This design comes from an exercise in tuning for small area on the open sky130 flow, not from production work.
At most, simulation tests tie the RTL to the original design; equivalence was not proved.

==> flow/design.v (excerpt) <==
module sao_stat_top (
	input  wire          clk,
	input  wire          arst_n,
	input  wire          rst_n,
	input  wire          en_i,
	input  wire          en_o,
	input  wire [8:0]    ctu_x,
	input  wire [8:0]    ctu_y,
	input  wire [63:0]   n_org_m,
	input  wire [191:0]  rec_in,
	output wire [223:0]  sum_eo,
	output wire [159:0]  num_eo,
	output wire [111:0]  sum_bo,
	output wire [79:0]   num_bo,
	output wire          wait_forPre,
	output wire [1:0]    cIdx,
	output wire [9:0]    cnt_st
);
	genvar i, t, c;
	reg        st;           
	reg [1:0]  cidx;
	reg [9:0]  cnt;
	reg [4:0]  xc, yc;
	reg        not_end;
	reg        ne_pre;
	wire luma     = (cidx == 2'd0);
	wire wfp      = luma ? (cnt < 10'd35) : (cnt < 10'd30);
	wire bo_pre   = luma ? (cnt < 10'd32) : (cnt < 10'd16);
	wire cnt_last = luma ? (cnt == 10'd904) : (cnt == 10'd239);
	wire refresh  = st && (cnt == 10'd22);
	wire [4:0] xlen = luma ? 5'd28 : 5'd13;
	wire [4:0] ylen = luma ? 5'd29 : 5'd14;
	assign wait_forPre = wfp;
	assign cIdx = cidx;
	assign cnt_st = cnt;
	always @(posedge clk or negedge arst_n)
		if (!arst_n) begin
			st <= 1'b0; cidx <= 2'd0; cnt <= 10'd0; xc <= 5'd0; yc <= 5'd0;
			not_end <= 1'b1; ne_pre <= 1'b1;
		end else if (!rst_n) begin
			st <= 1'b0; cidx <= 2'd0; cnt <= 10'd0; xc <= 5'd0; yc <= 5'd0;
			not_end <= 1'b1; ne_pre <= 1'b1;
		end else if (en_o) begin
			st <= en_i;
			if (st) begin
				cnt <= cnt_last ? 10'd0 : cnt + 10'd1;
				if (xc < xlen && !wfp)
					xc <= xc + 5'd1;
				else begin
					xc <= 5'd0;
					yc <= (yc < ylen && !wfp) ? yc + 5'd1 : 5'd0;
				end
			end
			if (luma && cnt == 10'd904)
				cidx <= 2'd1;
			else if (cidx == 2'd1 && cnt == 10'd239)
				cidx <= 2'd2;
			else if (cidx == 2'd2 && cnt == 10'd239)
				cidx <= 2'd0;
			not_end <= !st || !cnt_last;
  ...
Size: about 1300 flip-flops, ~870 I/O pins, roughly 99000 sq um of cells after synthesis.
==> module sao_front, before the edit <==
module sao_front (
	input  wire [191:0] rec_in,
	input  wire [63:0]  n_org_m,
	input  wire         lft,
	input  wire         abv,
	output wire [39:0]  dif,
	output wire [95:0]  eo,
	output wire [39:0]  bnd,
	output wire [63:0]  recm
);
	genvar i, j;
	function [7:0] px;
		input [191:0] w;
		input integer r, cc;
		px = w[8*(r*6+cc) +: 8];
	endfunction
	function [1:0] sgn;
		input [7:0] a, b;
		integer k;
		reg g, l;
		begin
			g = 1'b0; l = 1'b0;
			for (k = 0; k < 8; k = k + 1) begin
				g = (a[k] & ~b[k]) | ((a[k] | ~b[k]) & g);
				l = (~a[k] & b[k]) | ((~a[k] | b[k]) & l);
			end
			sgn = {l, g};
		end
	endfunction
	function [8:0] sub9;
		input [7:0] a, b;
		integer k;
		reg c;
		begin
			c = 1'b1;
			for (k = 0; k < 8; k = k + 1) begin
				sub9[k] = a[k] ^ ~b[k] ^ c;
				c = (a[k] & ~b[k]) | (a[k] & c) | (~b[k] & c);
			end
			sub9[8] = ~c;
		end
	endfunction
	function [1:0] neg;
		input [1:0] s;
		neg = {s[0], s[1]};
	endfunction
	function [2:0] ecat;
		input [1:0] sl, sr;
		reg gl, ll, gr, lr, el, er;
		begin
			gl = sl[0]; ll = sl[1]; gr = sr[0]; lr = sr[1];
			el = ~gl & ~ll; er = ~gr & ~lr;
			ecat[0] = ~((el & er) | (gl & lr) | (ll & gr));
			ecat[1] = (ll & lr) | (gl & gr);
			ecat[2] = (gl & ~lr) | (el & gr);
		end
	endfunction
	generate
		for (i = 0; i < 8; i = i + 1) begin : g_px
			wire [7:0] r = px(rec_in, 1 + ((i >> 1) & 1), 1 + (i & 1) + 2 * ((i >> 2) & 1));
			wire [8:0] du = sub9(n_org_m[8*i +: 8], r);
			wire hi = !du[8] && (du[7:4] != 4'b0000);
			wire lo = du[8] && !(du[7:4] == 4'b1111 && du[3:0] != 4'b0000);
			assign dif[5*i +: 5] = lo ? 5'b10001 : hi ? 5'b01111 : du[4:0];
			assign bnd[5*i +: 5] = r[7:3];
			assign recm[8*i +: 8] = r;
		end
	endgenerate
	wire [1:0] h [0:3][0:4];
	wire [1:0] v [0:2][0:5];
	wire [1:0] dg [0:2][0:4];
	wire [1:0] ad [0:2][0:4];
	generate
		for (i = 0; i < 4; i = i + 1) begin : g_cr
			for (j = 0; j < 6; j = j + 1) begin : g_cc
				if (i >= 1 && i <= 2 && j <= 4) begin : g_h
					assign h[i][j] = sgn(px(rec_in, i, j), px(rec_in, i, j + 1));
				end
				if (i <= 2 && j >= 1 && j <= 4) begin : g_v
					assign v[i][j] = sgn(px(rec_in, i, j), px(rec_in, i + 1, j));
				end
				if (i <= 2 && j <= 4) begin : g_d
					assign dg[i][j] = sgn(px(rec_in, i, j), px(rec_in, i + 1, j + 1));
					assign ad[i][j] = sgn(px(rec_in, i, j + 1), px(rec_in, i + 1, j));
				end
			end
		end
	endgenerate
	generate
		for (i = 0; i < 8; i = i + 1) begin : g_ec
			localparam integer R = 1 + ((i >> 1) & 1);
			localparam integer C = 1 + (i & 1) + 2 * ((i >> 2) & 1);
			wire [2:0] c0 = ecat(neg(h[R][C-1]), h[R][C]);
			wire [2:0] c1 = ecat(neg(v[R-1][C]), v[R][C]);
			wire [2:0] c2 = ecat(neg(dg[R-1][C-1]), dg[R][C]);
			wire [2:0] c3 = ecat(ad[R][C-1], neg(ad[R-1][C]));
			wire m0 = lft && (i == 0 || i == 2);
			wire m1 = abv && (i == 0 || i == 1 || i == 4 || i == 5);
			wire m2 = m0 || m1;
			assign eo[3*i +: 3]      = {c0[2:1], c0[0] & ~m0};
			assign eo[24 + 3*i +: 3] = {c1[2:1], c1[0] & ~m1};
			assign eo[48 + 3*i +: 3] = {c2[2:1], c2[0] & ~m2};
			assign eo[72 + 3*i +: 3] = {c3[2:1], c3[0] & ~m2};
		end
	endgenerate
endmodule
==> module sao_eo_csum, before the edit <==
module sao_eo_csum #(parameter CAT = 1) (
	input  wire [23:0] codes,
	input  wire [39:0] d,
	input  wire [23:0] p,
	output wire [7:0]  s,
	output wire [3:0]  n
);
	function [6:0] add6s;
		input [5:0] x, y;
		integer k;
		reg c;
		reg [6:0] xx, yy;
		begin
			xx = {x[5], x}; yy = {y[5], y}; c = 1'b0;
			for (k = 0; k < 7; k = k + 1) begin
				add6s[k] = xx[k] ^ yy[k] ^ c;
				c = (xx[k] & yy[k]) | (xx[k] & c) | (yy[k] & c);
			end
		end
	endfunction
	function [7:0] add7s;
		input [6:0] x, y;
		integer k;
		reg c;
		reg [7:0] xx, yy;
		begin
			xx = {x[6], x}; yy = {y[6], y}; c = 1'b0;
			for (k = 0; k < 8; k = k + 1) begin
				add7s[k] = xx[k] ^ yy[k] ^ c;
				c = (xx[k] & yy[k]) | (xx[k] & c) | (yy[k] & c);
			end
		end
	endfunction
	genvar i;
	wire [7:0] on;
	wire [5:0] r [0:3];
	generate
		for (i = 0; i < 8; i = i + 1) begin : g_on
			assign on[i] = codes[3*i] && (codes[3*i+2] == (CAT >= 3)) && (codes[3*i+1] == (CAT == 1 || CAT == 4));
		end
		for (i = 0; i < 4; i = i + 1) begin : g_pr
			wire a = on[2*i];
			wire b = on[2*i+1];
			wire [5:0] da = {d[10*i+4], d[10*i +: 5]};
			wire [5:0] db = {d[10*i+9], d[10*i+5 +: 5]};
			assign r[i] = ({6{a & b}} & p[6*i +: 6]) | ({6{a & ~b}} & da) | ({6{~a & b}} & db);
		end
	endgenerate
	assign s = add7s(add6s(r[0], r[1]), add6s(r[2], r[3]));
	assign n = ((on[0] + on[1]) + (on[2] + on[3])) + ((on[4] + on[5]) + (on[6] + on[7]));
endmodule
==> flow/config.mk <==
export PLATFORM = sky130hd
export DESIGN_NAME = sao_stat_top
export DESIGN_NICKNAME = sao_stat_top
export VERILOG_FILES = /design/flow/design.v
export SDC_FILE = /design/flow/constraint.sdc
export NUM_CORES = 4
export LEC_CHECK = 0
export CAP_MARGIN = 20
export CORE_MARGIN = 2
export CORE_UTILIZATION = 40
export CTS_BUF_LIST = sky130_fd_sc_hd__clkbuf_4 sky130_fd_sc_hd__clkbuf_8
export SLEW_MARGIN = 20
==> flow/constraint.sdc <==
create_clock -name core_clock -period 6.5 [get_ports {clk}]
set_input_delay 1.3000 -clock core_clock [delete_from_list [all_inputs] [get_ports {clk}]]
set_output_delay 1.3000 -clock core_clock [all_outputs]
set_load 0.01 [all_outputs]
run.sh (not shown) runs the stock make flow with config.mk's settings and CLKGATE_MAP_FILE= SYNTH_SCRIPT=/design/flow/synth_recipe.tcl, a recipe that flattens the netlist after the stock synthesis.
Rerun with:
--- a/flow/design.v
+++ b/flow/design.v
@@ -494,45 +494,35 @@
 			g = 1'b0; l = 1'b0;
 			for (k = 0; k < 8; k = k + 1) begin
 				g = (a[k] & ~b[k]) | ((a[k] | ~b[k]) & g);
 				l = (~a[k] & b[k]) | ((~a[k] | b[k]) & l);
 			end
-			sgn = {l, g};
-		end
-	endfunction
-	function [8:0] sub9;
-		input [7:0] a, b;
-		integer k;
-		reg c;
-		begin
-			c = 1'b1;
-			for (k = 0; k < 8; k = k + 1) begin
-				sub9[k] = a[k] ^ ~b[k] ^ c;
-				c = (a[k] & ~b[k]) | (a[k] & c) | (~b[k] & c);
-			end
-			sub9[8] = ~c;
+			sgn = {l, g | l};
 		end
 	endfunction
 	function [1:0] neg;
 		input [1:0] s;
-		neg = {s[0], s[1]};
+		neg = ~s + 2'd1;
 	endfunction
 	function [2:0] ecat;
 		input [1:0] sl, sr;
-		reg gl, ll, gr, lr, el, er;
+		reg signed [2:0] s;
 		begin
-			gl = sl[0]; ll = sl[1]; gr = sr[0]; lr = sr[1];
-			el = ~gl & ~ll; er = ~gr & ~lr;
-			ecat[0] = ~((el & er) | (gl & lr) | (ll & gr));
-			ecat[1] = (ll & lr) | (gl & gr);
-			ecat[2] = (gl & ~lr) | (el & gr);
+			s = $signed({sl[1], sl}) + $signed({sr[1], sr});
+			case (s)
+				-3'sd2: ecat = 3'd1;
+				-3'sd1: ecat = 3'd2;
+				 3'sd1: ecat = 3'd3;
+				 3'sd2: ecat = 3'd4;
+				default: ecat = 3'd0;
+			endcase
 		end
 	endfunction
 	generate
 		for (i = 0; i < 8; i = i + 1) begin : g_px
 			wire [7:0] r = px(rec_in, 1 + ((i >> 1) & 1), 1 + (i & 1) + 2 * ((i >> 2) & 1));
-			wire [8:0] du = sub9(n_org_m[8*i +: 8], r);
+			wire [8:0] du = {1'b0, n_org_m[8*i +: 8]} - {1'b0, r};
 			wire hi = !du[8] && (du[7:4] != 4'b0000);
 			wire lo = du[8] && !(du[7:4] == 4'b1111 && du[3:0] != 4'b0000);
 			assign dif[5*i +: 5] = lo ? 5'b10001 : hi ? 5'b01111 : du[4:0];
 			assign bnd[5*i +: 5] = r[7:3];
 			assign recm[8*i +: 8] = r;
@@ -567,14 +557,14 @@
 			wire [2:0] c2 = ecat(neg(dg[R-1][C-1]), dg[R][C]);
 			wire [2:0] c3 = ecat(ad[R][C-1], neg(ad[R-1][C]));
 			wire m0 = lft && (i == 0 || i == 2);
 			wire m1 = abv && (i == 0 || i == 1 || i == 4 || i == 5);
 			wire m2 = m0 || m1;
-			assign eo[3*i +: 3]      = {c0[2:1], c0[0] & ~m0};
-			assign eo[24 + 3*i +: 3] = {c1[2:1], c1[0] & ~m1};
-			assign eo[48 + 3*i +: 3] = {c2[2:1], c2[0] & ~m2};
-			assign eo[72 + 3*i +: 3] = {c3[2:1], c3[0] & ~m2};
+			assign eo[3*i +: 3]      = m0 ? 3'd0 : c0;
+			assign eo[24 + 3*i +: 3] = m1 ? 3'd0 : c1;
+			assign eo[48 + 3*i +: 3] = m2 ? 3'd0 : c2;
+			assign eo[72 + 3*i +: 3] = m2 ? 3'd0 : c3;
 		end
 	endgenerate
 endmodule
 module sao_tsum (
 	input  wire [39:0] b,
@@ -647,11 +637,11 @@
 	genvar i;
 	wire [7:0] on;
 	wire [5:0] r [0:3];
 	generate
 		for (i = 0; i < 8; i = i + 1) begin : g_on
-			assign on[i] = codes[3*i] && (codes[3*i+2] == (CAT >= 3)) && (codes[3*i+1] == (CAT == 1 || CAT == 4));
+			assign on[i] = (codes[3*i +: 3] == CAT);
 		end
 		for (i = 0; i < 4; i = i + 1) begin : g_pr
 			wire a = on[2*i];
 			wire b = on[2*i+1];
 			wire [5:0] da = {d[10*i+4], d[10*i +: 5]};
Clock skew climbs by 9.0 ps. Routed wire length climbs by a few percent. Non-clock buffer count went down by 18. Core utilization shrinks by 0.33 points. Worst setup slack improves by 120 ps. Final area rises by a few percent. Flip-flop and latch count is unchanged. First-iteration DRC count came out higher slightly. Die area rises by a few percent. Register-to-register slack improved by 100 ps.
No functional check of the RTL was part of the second run of this note.

static timing again, ports no longer ideal:
The flow's constraints put no driver on any port. The routed layouts listed below were extracted and timed again, unchanged, in two steps.
Step 1 sets driving cells, clkbuf_16 on the clock port and buf_2 on the other inputs (assumed; they add their load-dependent delay and slew).
Step 2, shift: input delay + t, output delay - t, t = (earliest + latest rising clock arrival at the registers) / 2. This alone moves slack from input paths to output paths.
a / b / c = ideal / step 1 / step 2; a / b = the first two.
run	t (ns)	slack for setup (ns)	latest minus earliest clock arrival (ns)	worst data-port slew with drivers (ns)
the first run	1.072	0.110 / 0.181 / -0.891	0.080 / 0.080	0.13
the second run	1.085	0.225 / 0.288 / -0.796	0.093 / 0.093	0.19
With both steps, setup timing fails in the first run and the second run, where it was met with ideal ports. For the second run, which loses most, drivers alone change the setup slack by +0.063 ns; drivers and shift together by -1.021 ns.
